This is an optimization exercise on Yosys and OpenROAD, whose aim is small area, not a production implementation. In this exercise RTL edits were held to simulation tests only and were not proved equivalent to the original. Power figures rest on the tool's default switching activity, not on a simulated workload.

==> flow/design.v <==
module FrequencyDetector(MAX10_CLK1_50, KEY, HEX0, HEX1, HEX2, HEX3, HEX4, HEX5, LEDR, SW, GPIO);
	input MAX10_CLK1_50;
	input [1:0] KEY;
	output [6:0] HEX0, HEX1, HEX2, HEX3, HEX4, HEX5;
	output [9:0] LEDR;
	input [9:0] SW;
	input [34:0] GPIO;
	wire clk = MAX10_CLK1_50;
	wire rst = SW[1];
	wire sig = SW[0] ? KEY[1] : ~GPIO[0];
	reg ef, eb, ep;
	reg [25:0] cnt, P, W;
	reg pz, wz;
	wire wrap = ((cnt & 26'd50000001) == 26'd50000001);
	wire clr = rst | ep | wrap;
	wire [26:0] ci;			 
	wire [25:0] cnt_nx;		 
	assign ci[0] = 1'b1;
	genvar i;
	generate
		for (i = 0; i < 26; i = i + 1) begin : inc
			assign cnt_nx[i] = ~clr & (cnt[i] ^ ci[i]);
			assign ci[i + 1] = cnt[i] & ci[i];
		end
	endgenerate
	wire ldp = ~rst & ~ef & eb;
	wire ldw = ~rst & ef & ~eb;
	always @(posedge clk) begin
		cnt <= cnt_nx;
		if (~rst) begin
			ef <= sig;
			eb <= ef;
			ep <= ~ef & eb;
		end
		if (ldp) P <= cnt;
		if (ldw) W <= cnt_nx;
		if (rst | ldp) pz <= rst;
		if (rst | ldw) wz <= rst;
	end
	reg [5:0] st;			 
	always @(posedge clk) st <= st + 6'd1;
	wire ph = st[5];
	wire [4:0] t = st[4:0];
	wire first = (t == 5'd0);
	wire pnz = ~pz & (|P);
	wire mhz = pnz & (P <= 26'd50);
	wire khz = ~pz & (P > 26'd50) & (P <= 26'd50000);
	wire hz = ~mhz & ~khz;
	wire [31:0] N = mhz ? 32'd50 : khz ? 32'd50000 : 32'd50000000;
	wire nbit = N[~t];
	wire wb = (t >= 5'd2 && t <= 5'd27) ? (W[t - 5'd2] & ~wz) : 1'b0;
	reg [3:0] dl;
	reg [1:0] cy;
	wire [2:0] xs = wb + dl[2] + dl[3] + (first ? 2'd0 : cy);
	always @(posedge clk) begin
		dl <= {dl[2:0], wb};
		cy <= xs[2:1];
	end
	reg [31:0] ring;
	always @(posedge clk) ring <= {ph ? ring[0] : xs[0], ring[31:1]};
	wire [15:0] odd = {ring[31], ring[29], ring[27], ring[25], ring[23], ring[21], ring[19], ring[17],
	                   ring[15], ring[13], ring[11], ring[9], ring[7], ring[5], ring[3], ring[1]};
	wire rbit = odd[~t[3:0]];
	wire x = ph ? rbit : nbit;
	reg [25:0] R;
	wire [26:0] T = {(first ? 26'd0 : R), x};
	wire [27:0] b;			 
	wire [26:0] D;
	assign b[0] = 1'b0;
	generate
		for (i = 0; i < 27; i = i + 1) begin : sub
			wire p = (i < 26) ? P[i] : 1'b0;
			assign D[i] = T[i] ^ p ^ b[i];
			assign b[i + 1] = (~T[i] & p) | (~(T[i] ^ p) & b[i]);
		end
	endgenerate
	wire ge = ~b[27] & pnz;
	always @(posedge clk) R <= ge ? D[25:0] : T[25:0];
	wire q = ge & ~(ph & (t < 5'd5));	 
	reg [3:0] r1, r2, h;
	wire g1, g2;
	wire [2:0] m1, m2;
	stage10 s1(.r(r1), .clr(first), .g(g1), .m(m1));
	stage10 s2(.r(r2), .clr(first), .g(g2), .m(m2));
	always @(posedge clk) begin
		r1 <= {m1, q};
		r2 <= {m2, g1};
		h <= {h[2:0], g2};
	end
	reg [3:0] d0, d1, d2, d3, d4, d5;
	reg [2:0] led;
	always @(posedge clk) begin
		if (first) begin
			if (ph) begin
				d5 <= r1;
				d4 <= r2;
				d3 <= h;
				led <= rst ? 3'b000 : {hz, khz, mhz};
			end else begin
				d2 <= r1;
				d1 <= r2;
				d0 <= h;
			end
		end
	end
	function [6:0] seg;
		input [3:0] d;
		seg = (d == 4'd0) ? 7'b1000000 :
		      (d == 4'd1) ? 7'b1111001 :
		      (d == 4'd2) ? 7'b0100100 :
		      (d == 4'd3) ? 7'b0110000 :
		      (d == 4'd4) ? 7'b0011001 :
		      (d == 4'd5) ? 7'b0010010 :
		      (d == 4'd6) ? 7'b0000010 :
		      (d == 4'd7) ? 7'b1111000 :
		      (d == 4'd8) ? 7'b0000000 :
		      (d == 4'd9) ? 7'b0011000 : 7'b1111110;
	endfunction
	function [6:0] segd;
		input [3:0] d;
		reg A, B, C, D;
		begin
			{A, B, C, D} = d;
			segd[0] = (~A & ~B & ~C & D) | (B & ~C & ~D);
			segd[1] = B & (C ^ D);
			segd[2] = ~B & C & ~D;
			segd[3] = (~B & ~C & D) | (B & ~C & ~D) | (B & C & D);
			segd[4] = D | (B & ~C);
			segd[5] = (~A & ~B & D) | (~B & C) | (C & D);
			segd[6] = (~A & ~B & ~C) | (B & C & D);
		end
	endfunction
	assign HEX0 = segd(d2);
	assign HEX1 = segd(d1);
	assign HEX2 = seg(d0);
	assign HEX3 = segd(d5);
	assign HEX4 = segd(d4);
	assign HEX5 = segd(d3);
	assign LEDR = {7'b0000000, led};
endmodule
module stage10(r, clr, g, m);
	input [3:0] r;
	input clr;
	output g;
	output [2:0] m;
	wire A = r[3], B = r[2], C = r[1], D = r[0];
	assign g = ~clr & (A | (B & D) | (B & C));
	assign m[2] = ~clr & ((B & ~C & ~D) | (A & D));
	assign m[1] = ~clr & ((~B & C) | (B & C & D) | (A & ~D));
	assign m[0] = ~clr & ((~A & ~B & D) | (B & C & ~D) | (A & ~D));
endmodule
export LEC_CHECK = 0
export CAP_MARGIN = 20
export CORE_MARGIN = 2
export CORE_UTILIZATION = 40
export SLEW_MARGIN = 20
create_clock -name core_clock -period 115.0 [get_ports {MAX10_CLK1_50}]
standard.sh (not shown) runs the stock make flow with config.mk's settings and CLKGATE_MAP_FILE= SYNTH_SCRIPT=/design/flow/synth_recipe.tcl, a recipe that flattens the netlist after the stock synthesis.
==> flow/flow/run.sh <==
#!/bin/bash
# The standard ORFS layout (standard.sh), with two changes made through
# ORFS's own variables: the port buffers use the smallest buffer cell, and
# clock tree synthesis uses clkbuf_8 and inserts no dummy loads.
# make's full output goes to make_flow.log; ORFS keeps each step's log
# under orfs/logs/.
set -euo pipefail
export BUFFER_PORTS_ARGS="-buffer_cell sky130_fd_sc_hd__buf_1"
export CTS_ARGS="-sink_clustering_enable -repair_clock_nets -dont_use_dummy_load -buf_list {sky130_fd_sc_hd__clkbuf_8}"
bash standard.sh > make_flow.log 2>&1
Change:
--- a/flow/design.v
+++ b/flow/design.v
@@ -88,15 +88,15 @@
 		h <= {h[2:0], g2};
 	end
 	reg [3:0] d0, d1, d2, d3, d4, d5;
 	reg [2:0] led;
+	always @(posedge clk) led <= {hz & ~rst, khz, mhz};
 	always @(posedge clk) begin
 		if (first) begin
 			if (ph) begin
 				d5 <= r1;
 				d4 <= r2;
 				d3 <= h;
-				led <= rst ? 3'b000 : {hz, khz, mhz};
 			end else begin
 				d2 <= r1;
 				d1 <= r2;
 				d0 <= h;
@@ -129,23 +129,37 @@
 			segd[5] = (~A & ~B & D) | (~B & C) | (C & D);
 			segd[6] = (~A & ~B & ~C) | (B & C & D);
 		end
 	endfunction
-	assign HEX0 = segd(d2);
-	assign HEX1 = segd(d1);
+	function [6:0] segm;
+		input [3:0] r;
+		reg c2, c1, c0, b;
+		begin
+			{c2, c1, c0, b} = r;
+			segm[0] = (~c1 & b) | (c2 & c0 & ~b);
+			segm[1] = (~c2 & ~c0 & ~b) | (c2 & c0 & b);
+			segm[2] = ~c2 & c1 & c0 & ~b;
+			segm[3] = (~c0 & b) | (~c1 & b) | (c2 & c0 & ~b);
+			segm[4] = b | (c2 & c0);
+			segm[5] = (~c2 & b) | (~c2 & c1 & c0);
+			segm[6] = ~c1 | (~c2 & ~c0 & b);
+		end
+	endfunction
+	assign HEX0 = segm(d2);
+	assign HEX1 = segm(d1);
 	assign HEX2 = seg(d0);
-	assign HEX3 = segd(d5);
-	assign HEX4 = segd(d4);
+	assign HEX3 = segm(d5);
+	assign HEX4 = segm(d4);
 	assign HEX5 = segd(d3);
 	assign LEDR = {7'b0000000, led};
 endmodule
 module stage10(r, clr, g, m);
 	input [3:0] r;
 	input clr;
 	output g;
 	output [2:0] m;
-	wire A = r[3], B = r[2], C = r[1], D = r[0];
-	assign g = ~clr & (A | (B & D) | (B & C));
-	assign m[2] = ~clr & ((B & ~C & ~D) | (A & D));
-	assign m[1] = ~clr & ((~B & C) | (B & C & D) | (A & ~D));
-	assign m[0] = ~clr & ((~A & ~B & D) | (B & C & ~D) | (A & ~D));
+	wire c2 = r[3], c1 = r[2], c0 = r[1], b = r[0];
+	assign g = ~clr & (~c0 | (c2 & b));
+	assign m[2] = ~clr & ((~c0 & b) | (c1 & c0 & ~b));
+	assign m[1] = ~clr & (~c0 | (c1 & ~b) | (~c2 & b));
+	assign m[0] = clr | ~c1 | (~c2 & ~b) | (~c2 & ~c0) | (c2 & c0 & b);
 endmodule
What happened: The changed run completed with no timing, DRC or antenna violations. Flip-flop and latch count does not change. Synthesized cell count goes down by about 3.3%. Total power falls by 4.4%. Design area went down by about 1.4%. Clock power hardly moves. Maximum frequency increases by about 0.34%. Non-clock buffer count does not change. Routed wire length increases by about 0.8%. Worst hold slack loses 0.012 ns.

-- what the ideal ports hide --
No port has a modelled driver above. Below, the same layouts with a new extraction and two added sets of constraints. Step 1 (the two cells are an assumption about what drives the block):
set clk [get_ports {MAX10_CLK1_50}]
set_driving_cell -lib_cell sky130_fd_sc_hd__clkbuf_16 $clk
set_driving_cell -lib_cell sky130_fd_sc_hd__buf_2 [delete_from_list [all_inputs] $clk]
Step 2 times the ports against the registers' clock, not the clock port: input delays grow and output delays shrink by t, the midpoint of the rising clock arrivals with the driver on. Three values: ideal, step 1, step 2; two values: the first two.
run	t, ns	setup slack, ns	worst register clock-pin slew, ns
the first run	0.464	90.271 / 90.233 / 90.629	0.10 / 0.10
the second run	0.472	90.354 / 90.320 / 90.394	0.09 / 0.09
After both steps setup and hold are still met in every run listed.
